What follows belongs to an exercise in optimizing a design on an open flow for small area; a production flow would make more cautious choices. RTL that was checked went through simulation tests only; none was proved equivalent to the original. Power figures rest on the tool's default switching activity, not on a simulated workload.

## IExecute
module IExecute #(
   parameter N_BITS = 32,
   parameter N_BITS_REG = 5,
   parameter N_OPCODE = 6
)
(  input i_clk, i_reset,
   input  i_exec_mode,
   input  i_step,
   input [1:0] i_aluOP,
   input i_aluSrc,
   input [N_BITS-1:0] i_datoLeido1,
   input [N_BITS-1:0] i_datoLeido2,
   input [N_BITS-1:0] i_datoExtSigno,
   input [N_BITS-1:0] i_instruccion,
   input [N_BITS_REG-1:0] i_rt_id,
   input [N_BITS_REG-1:0] i_rd_id,
   input [N_BITS_REG-1:0] i_rt_OR_rd,
   input [N_BITS_REG-1:0] i_rd_EX_MEM,
   input [N_BITS_REG-1:0] i_rd_MEM_WB,
   input [N_BITS_REG-1:0] i_rs_id,
   input [N_BITS-1:0] i_wbData,
   input [N_BITS-1:0] i_memData,
   input i_memToReg,
   input i_regWrite_EX_MEM,
   input i_regWrite_MEM_WB,
   input [1:0] i_branch,
   input i_memWrite,
   input [1:0]i_memRead,
   input i_regWrite,
   input i_halt,
   output reg [N_BITS-1:0] o_instruccion,
   output reg  o_ceroSignal,
   output reg  [N_BITS-1:0] o_aluResult,
   output reg [N_BITS-1:0] o_datoLeido2,
   output reg [N_BITS_REG-1:0] o_rd_data,
   output reg [N_BITS_REG-1:0] o_rt_OR_rd,
  ...
For scale: ~1000 cells after synthesis, about 8400 um2 of cells after synthesis.
clock: 12.0 ns
lec_check: 0
cap_margin: 20
core_margin: 2
core_utilization: 45
slew_margin: 20
synth_hierarchical: 1
synth_minimum_keep_size: 0
standard.sh (not shown) runs the stock make flow with config.mk's settings and CLKGATE_MAP_FILE= SYNTH_SCRIPT=/design/flow/synth_recipe.tcl, a recipe that flattens the netlist after the stock synthesis.
==> flow/flow/run.sh <==
#!/bin/bash
# Layout flow: the standard flow (standard.sh) with two changes:
#  - synthesis is the standard flow's own script (synth_recipe.tcl), except that Yosys's
#    abc call uses an area-oriented mapping script (flow/abc_area.script);
#  - buffer_ports inserts buf_1 cells as the port buffers;
#  - clock tree synthesis uses small clock buffers and no dummy loads;
#  - timing-driven placement does not keep the buffers of its trial repairs.
# Each tool's output is in the ORFS logs; make's output is in standard.log.
set -euo pipefail
HERE=$(pwd)
cat > "$HERE/my_synth.tcl" <<EOF
proc abc {args} {
  set i [lsearch -exact \$args -script]
  if {\$i >= 0} { lset args [expr {\$i+1}] $HERE/flow/abc_area.script }
  puts "abc with area script: \$args"
  yosys abc {*}\$args
}
source $HERE/synth_recipe.tcl
EOF
export BUFFER_PORTS_ARGS="-buffer_cell sky130_fd_sc_hd__buf_1"
# timing-driven global placement, without keeping its resizer's buffers
export GPL_KEEP_OVERFLOW=0
# CTS as ORFS runs it, with small clock buffers and no dummy balancing loads
export CTS_ARGS="-repair_clock_nets -dont_use_dummy_load -buf_list {sky130_fd_sc_hd__clkbuf_4 sky130_fd_sc_hd__clkbuf_8}"
bash standard.sh SYNTH_SCRIPT="$HERE/my_synth.tcl" finish > standard.log 2>&1
==> flow/flow/abc_area.script <==
strash; &get -n; &st; &dch; &nf -a; &put
Rerun with:
--- a/flow/flow/run.sh
+++ b/flow/flow/run.sh
@@ -22,4 +22,4 @@
 export GPL_KEEP_OVERFLOW=0
 # CTS as ORFS runs it, with small clock buffers and no dummy balancing loads
-export CTS_ARGS="-repair_clock_nets -dont_use_dummy_load -buf_list {sky130_fd_sc_hd__clkbuf_4 sky130_fd_sc_hd__clkbuf_8}"
+export CTS_ARGS="-sink_clustering_enable -sink_clustering_size 30 -sink_clustering_max_diameter 100 -repair_clock_nets -dont_use_dummy_load -buf_list {sky130_fd_sc_hd__clkbuf_8}"
 bash standard.sh SYNTH_SCRIPT="$HERE/my_synth.tcl" finish > standard.log 2>&1
First-iteration DRC count stays the same.
Critical path depth does not change.
Total power does not change.

========
## run 1
IExecute, a different RTL version from the one above (not shown whole).
For scale: ~1,000 cells after synthesis, roughly 110 flip-flops, roughly 350 I/O pins.
export LEC_CHECK = 0
export CAP_MARGIN = 10
export CORE_MARGIN = 2
export CORE_UTILIZATION = 50
export PLACE_DENSITY = 0.7
export SLEW_MARGIN = 10
export SYNTH_HIERARCHICAL = 1
export SYNTH_MINIMUM_KEEP_SIZE = 0
create_clock -name core_clock -period 12.0 [get_ports {i_clk}]
==> flow/flow/run.sh <==
#!/bin/bash
# Layout flow: the standard flow (standard.sh) with these changes:
#  - synthesis is the standard flow's own script (synth_recipe.tcl), except that Yosys's
#    abc call uses an area-oriented mapping script (flow/abc_area.script);
#  - buffer_ports inserts buf_1 cells as the port buffers;
#  - clock tree synthesis uses small clock buffers and no dummy loads.
# Each tool's output is in the ORFS logs; make's output is in standard.log.
set -euo pipefail
HERE=$(pwd)
cat > "$HERE/my_synth.tcl" <<EOF
proc abc {args} {
  set i [lsearch -exact \$args -script]
  if {\$i >= 0} { lset args [expr {\$i+1}] $HERE/flow/abc_area.script }
  puts "abc with area script: \$args"
  yosys abc {*}\$args
}
source $HERE/synth_recipe.tcl
EOF
export BUFFER_PORTS_ARGS="-buffer_cell sky130_fd_sc_hd__buf_1"
# CTS as ORFS runs it, with small clock buffers and no dummy balancing loads
export CTS_ARGS="-sink_clustering_enable -repair_clock_nets -dont_use_dummy_load -buf_list {sky130_fd_sc_hd__clkbuf_4 sky130_fd_sc_hd__clkbuf_8}"
bash standard.sh SYNTH_SCRIPT="$HERE/my_synth.tcl" finish > standard.log 2>&1
Scripts as last shown in full above: flow/flow/abc_area.script
Run 1: full flow OK, the timing, DRC and antenna checks passed
The following lists how run 2 was set up differently from run 1:
- swapping 50 for 45 in CORE_UTILIZATION
- clearing PLACE_DENSITY, which used to be 0.7
==> flow/flow/abc_area.script <==
strash; &get -n; &st; &dch; &nf -a; &put; &get -n; &st; &dch; &nf -a; &put
Results
- Looking at area after synthesis, run 2 sits 48 sq um lower than run 1 does.
- Run 2 vs run 1 — utilization dropped 7.3 points.
- Run 2 completed end to end with timing, DRC and antenna clean.
- In the reports for run 2 and run 1, the smaller final wirelength belongs to run 2.
- Diff run 1 -> run 2: fraction of the mapped netlist area in simple logic gates fell 0.70 points; area of the core has increased.
- Relative to run 1, weighted congestion reported at the end of routability-driven placement has gone down in run 2.
- Diff run 2..run 1 | net count reported at finish | negligible
- Taking run 1 as the reference, in run 2 TritonCTS buffer count closely matched the old numbers, width of the chip increased 6.6 microns, combinational group share of total power went down 0.4 points.
### run 2 -> run 3
==> flow/flow/abc_area.script <==
strash; &get -n; &st; &dch; &nf -a; &put
==> comparison <==
- Growth of design area from synthesis to finish: run 2 vs run 3 — no meaningful difference
- Compared run 2 against run 3; power within noise.
- Global-route wire length before repair: run 3 higher than run 2
- Against run 2 as the reference, run 3 delivers a higher share of the final layout cell area in multi-input gates.
- | delay of the slowest cell on the worst path | run 3 vs run 2 | 0.08 ns higher |
- Run 3 vs. run 2: finished layout cell area went up by about 0.7%.
- Run 2 → run 3: final cell count ~0 delta; via count +about 3.4%; via count of the first global-routing pass +2.7%.
> inputs changed (run 3 -> run 4)
-- flow/flow/run.sh --
<<< run 3, line 2
# Layout flow: the standard flow (standard.sh) with these changes:
>>> run 4, line 2
# Layout flow: the standard flow (standard.sh) with two changes:
## What came out
Looking at run 3 and run 4, the fraction of final layout cells with drive strength greater than 1 is a wash. As far as core utilization goes, run 4 and run 3 are indistinguishable; the numbers are identical. Run 4 vs. run 3: power density of the placed cells held; count of inserted antenna diode cells held; cell depth of the worst min-delay path held; arrival time reported for the critical path endpoint held; switching power of the nets held. Run 4 -> run 3: filler cell count delta 0, exact match. Re largest fanout on the critical path: no difference whatsoever between run 3 and run 4. Run 3: done, clean on timing, DRC and antenna. Run 4: all stages complete, timing, DRC and antenna checks passed.
Here is what was changed in the inputs of run 5 compared with run 4.
-- flow/flow/run.sh --
<<< run 4, line 6
#  - clock tree synthesis uses small clock buffers and no dummy loads.
>>> run 5, line 6
#  - clock tree synthesis uses small clock buffers and no dummy loads;
#  - timing-driven placement does not keep the buffers of its trial repairs.
<<< run 4, line 20
>>> run 5, line 21
# timing-driven global placement, without keeping its resizer's buffers
export GPL_KEEP_OVERFLOW=0
==> comparison <==
- Every run in the comparison, run 5 and run 4, completed the flow with a clean layout.
- Length of the first detailed-routing pass in iterations (higher): run 4
- Run 5 -> run 4: total area of sequential cells delta 0, exact match
- In the metrics for run 5 and run 4, the one carrying the higher setup slack is run 4.
- Compared with run 4, in run 5 post-synthesis instance total ~0 delta, total length of routed met2 wires +about 1.1%, total power +0.83%.
- Post-layout instance area (lower): run 4

========
the reference run:
RTL: one of the versions met above, not the one the previous note started from.
Size: ~110 flip-flops.
export LEC_CHECK = 0
export CAP_MARGIN = 20
export CORE_MARGIN = 2
export CORE_UTILIZATION = 45
export SLEW_MARGIN = 20
export SYNTH_HIERARCHICAL = 1
export SYNTH_MINIMUM_KEEP_SIZE = 0
create_clock -name core_clock -period 12.0 [get_ports {i_clk}]
==> flow/flow/run.sh <==
#!/bin/bash
# Layout flow: the standard flow (standard.sh) with two changes:
#  - synthesis is the standard flow's own script (synth_recipe.tcl), except that Yosys's
#    abc call uses an area-oriented mapping script (flow/abc_area.script);
#  - buffer_ports inserts buf_1 cells as the port buffers;
#  - clock tree synthesis uses small clock buffers and no dummy loads;
#  - timing-driven placement does not keep the buffers of its trial repairs.
# Each tool's output is in the ORFS logs; make's output is in standard.log.
set -euo pipefail
HERE=$(pwd)
cat > "$HERE/my_synth.tcl" <<EOF
proc abc {args} {
  set i [lsearch -exact \$args -script]
  if {\$i >= 0} { lset args [expr {\$i+1}] $HERE/flow/abc_area.script }
  puts "abc with area script: \$args"
  yosys abc {*}\$args
}
source $HERE/synth_recipe.tcl
EOF
export BUFFER_PORTS_ARGS="-buffer_cell sky130_fd_sc_hd__buf_1"
# timing-driven global placement, without keeping its resizer's buffers
export GPL_KEEP_OVERFLOW=0
# CTS as ORFS runs it, with small clock buffers and no dummy balancing loads
export CTS_ARGS="-sink_clustering_enable -repair_clock_nets -dont_use_dummy_load -buf_list {sky130_fd_sc_hd__clkbuf_4 sky130_fd_sc_hd__clkbuf_8}"
bash standard.sh SYNTH_SCRIPT="$HERE/my_synth.tcl" finish > standard.log 2>&1
==> flow/flow/abc_area.script <==
strash; &get -n; &st; &dch; &nf -a; &put
Changes in the trial run relative to the reference run:
# the reference run
export LEC_CHECK = 0
export CAP_MARGIN = 20
export CORE_MARGIN = 2
export CORE_UTILIZATION = 45
export SLEW_MARGIN = 20
export SYNTH_HIERARCHICAL = 1
export SYNTH_MINIMUM_KEEP_SIZE = 0
create_clock -name core_clock -period 12.0 [get_ports {i_clk}]
# the trial run
export LEC_CHECK = 0
export CAP_MARGIN = 10
export CORE_MARGIN = 2
export CORE_UTILIZATION = 45
export SLEW_MARGIN = 10
export SYNTH_HIERARCHICAL = 1
export SYNTH_MINIMUM_KEEP_SIZE = 0
create_clock -name core_clock -period 12.0 [get_ports {i_clk}]
Notes after the runs:
Changes observed in the trial run relative to the reference run: distinct cell type count of the synthesized netlist was more or less identical; first-pass detailed-route iteration total went down by 1; routed wire length went down by about 0.8%; worst setup slack went up by 0.012 ns. Going from the reference run to the trial run, worst voltage drop across the vdd grid has decreased; net load switching power has increased.

========
Another version of the RTL of IExecute (not shown whole).
Size: roughly 1000 cells after synthesis, ~0.0084 sq mm of cells after synthesis.
clock: 12.0 ns
lec_check: 0
cap_margin: 20
core_margin: 2
core_utilization: 45
slew_margin: 20
synth_hierarchical: 1
synth_minimum_keep_size: 0
==> flow/flow/run.sh <==
#!/bin/bash
# Layout flow: the standard flow (standard.sh) with two changes:
#  - synthesis is the standard flow's own script (synth_recipe.tcl), except that Yosys's
#    abc call uses an area-oriented mapping script (flow/abc_area.script);
#  - buffer_ports inserts buf_1 cells as the port buffers;
#  - clock tree synthesis uses small clock buffers and no dummy loads.
# Each tool's output is in the ORFS logs; make's output is in standard.log.
set -euo pipefail
HERE=$(pwd)
cat > "$HERE/my_synth.tcl" <<EOF
proc abc {args} {
  set i [lsearch -exact \$args -script]
  if {\$i >= 0} { lset args [expr {\$i+1}] $HERE/flow/abc_area.script }
  puts "abc with area script: \$args"
  yosys abc {*}\$args
}
source $HERE/synth_recipe.tcl
EOF
export BUFFER_PORTS_ARGS="-buffer_cell sky130_fd_sc_hd__buf_1"
# CTS as ORFS runs it, with small clock buffers and no dummy balancing loads
export CTS_ARGS="-sink_clustering_enable -repair_clock_nets -dont_use_dummy_load -buf_list {sky130_fd_sc_hd__clkbuf_4 sky130_fd_sc_hd__clkbuf_8}"
bash standard.sh SYNTH_SCRIPT="$HERE/my_synth.tcl" finish > standard.log 2>&1
Scripts as last shown in full above: flow/flow/abc_area.script
The starting point ran to the end with no violations.
==> next run, changes <==
CORE_UTILIZATION = 60   (was 45)
PLACE_DENSITY = 0.75   (was not set)
Cell area drops by 1.6%.
Combinational power drops by about 2%.
Sequential cell count does not change.
Synthesized area does not change.
Final cell count drops by about 4.3%.
Power drops by 1.0%.
Routed wire length drops by about 4%.
Global-route usage climbs by 9.2 points.
Clock power drops by about 2%.
No functional check of the RTL was part of any run of this note.

========
IExecute, a different RTL version from the one above (not shown whole).
clock: 12.0 ns
lec_check: 0
cap_margin: 10
core_margin: 2
core_utilization: 45
slew_margin: 10
synth_hierarchical: 1
synth_minimum_keep_size: 0
==> flow/flow/run.sh <==
#!/bin/bash
# Layout flow: the standard flow (standard.sh) with two changes:
#  - synthesis is the standard flow's own script (synth_recipe.tcl), except that Yosys's
#    abc call uses an area-oriented mapping script (flow/abc_area.script);
#  - buffer_ports inserts buf_1 cells as the port buffers;
#  - clock tree synthesis uses small clock buffers and no dummy loads;
#  - timing-driven placement does not keep the buffers of its trial repairs.
# Each tool's output is in the ORFS logs; make's output is in standard.log.
set -euo pipefail
HERE=$(pwd)
cat > "$HERE/my_synth.tcl" <<EOF
proc abc {args} {
  set i [lsearch -exact \$args -script]
  if {\$i >= 0} { lset args [expr {\$i+1}] $HERE/flow/abc_area.script }
  puts "abc with area script: \$args"
  yosys abc {*}\$args
}
source $HERE/synth_recipe.tcl
EOF
export BUFFER_PORTS_ARGS="-buffer_cell sky130_fd_sc_hd__buf_1"
# timing-driven global placement, without keeping its resizer's buffers
export GPL_KEEP_OVERFLOW=0
# CTS as ORFS runs it, with small clock buffers and no dummy balancing loads
export CTS_ARGS="-sink_clustering_enable -repair_clock_nets -dont_use_dummy_load -buf_list {sky130_fd_sc_hd__clkbuf_4 sky130_fd_sc_hd__clkbuf_8}"
bash standard.sh SYNTH_SCRIPT="$HERE/my_synth.tcl" finish > standard.log 2>&1
Scripts as last shown in full above: flow/flow/abc_area.script
The starting point ran to the end with no violations.
==> next run, changes <==
--- a/flow/flow/run.sh
+++ b/flow/flow/run.sh
@@ -1,3 +1,3 @@
 #!/bin/bash
-# Layout flow: the standard flow (standard.sh) with two changes:
+# Layout flow: the standard flow (standard.sh) with these changes:
 #  - synthesis is the standard flow's own script (synth_recipe.tcl), except that Yosys's
@@ -5,4 +5,3 @@
 #  - buffer_ports inserts buf_1 cells as the port buffers;
-#  - clock tree synthesis uses small clock buffers and no dummy loads;
-#  - timing-driven placement does not keep the buffers of its trial repairs.
+#  - clock tree synthesis uses small clock buffers and no dummy loads.
 # Each tool's output is in the ORFS logs; make's output is in standard.log.
@@ -20,4 +19,2 @@
 export BUFFER_PORTS_ARGS="-buffer_cell sky130_fd_sc_hd__buf_1"
-# timing-driven global placement, without keeping its resizer's buffers
-export GPL_KEEP_OVERFLOW=0
 # CTS as ORFS runs it, with small clock buffers and no dummy balancing loads
=>
- The changed run finished with timing, DRC and antenna clean
- first-iteration DRC count goes up by a few percent
- die area does not change
- power hardly moves
- design area goes down slightly
- clock power barely changes
- clock skew stays flat
- fmax goes down slightly
- synthesized area does not change
- sequential power barely changes
- worst hold slack is about the same
No functional check of the RTL was part of any run of this note.

==> separate check: timing with driven ports <==
The results above use ideal ports. As a check the final layouts listed here were re-extracted and re-timed, cells and wires unchanged.
Step 1: set_driving_cell puts a clkbuf_16 on i_clk and a buf_2 on each other input, an assumption about the parent block.
Step 2 moves the port delays by t, midway between the first and last clock arrival at a register: inputs arrive t later, outputs are due t later. That takes back most of the time a late clock gives input paths.
a / b / c = no drivers / after step 1 / after step 2; a / b = the first two.
run | shift t [ns] | setup WS [ns] | hold slack, ns | worst setup path after step 2 | worst register clock-pin slew, ns
the first run of note 1 | 0.470 | 0.548 / 0.566 / 0.096 | 0.441 / 0.441 / 0.441 | input to register | 0.08 / 0.08
the second run of note 1 | 0.470 | 0.548 / 0.566 / 0.096 | 0.441 / 0.441 / 0.441 | input to register | 0.08 / 0.08
run 1 | 0.474 | 0.823 / 0.837 / 0.364 | 0.440 / 0.440 / 0.440 | input to register | 0.08 / 0.08
run 2 | 0.479 | 0.957 / 0.978 / 0.499 | 0.441 / 0.441 / 0.441 | input to register | 0.08 / 0.08
run 3 | 0.473 | 0.876 / 0.889 / 0.416 | 0.442 / 0.442 / 0.442 | input to register | 0.08 / 0.08
run 4 | 0.473 | 0.876 / 0.889 / 0.416 | 0.442 / 0.442 / 0.442 | input to register | 0.08 / 0.08
run 5 | 0.482 | 0.854 / 0.861 / 0.379 | 0.442 / 0.442 / 0.442 | input to register | 0.09 / 0.09
the reference run | 0.470 | 0.548 / 0.566 / 0.096 | 0.441 / 0.441 / 0.441 | input to register | 0.08 / 0.08
the trial run | 0.484 | 0.561 / 0.581 / 0.097 | 0.441 / 0.441 / 0.441 | input to register | 0.08 / 0.08
the first run of note 4 | 0.473 | 0.861 / 0.874 / 0.401 | 0.443 / 0.443 / 0.443 | input to register | 0.07 / 0.07
the second run of note 4 | 0.477 | 0.732 / 0.747 / 0.270 | 0.442 / 0.442 / 0.442 | input to register | 0.07 / 0.07
the first run of note 5 | 0.475 | 0.948 / 0.952 / 0.477 | 0.443 / 0.443 / 0.443 | input to register | 0.08 / 0.08
the second run of note 5 | 0.471 | 0.914 / 0.933 / 0.463 | 0.441 / 0.441 / 0.441 | input to register | 0.09 / 0.09
After both steps every run listed still meets setup and hold. The setup slack of run 5, which loses most, moves by +0.007 ns with the drivers and by -0.475 ns with both steps.
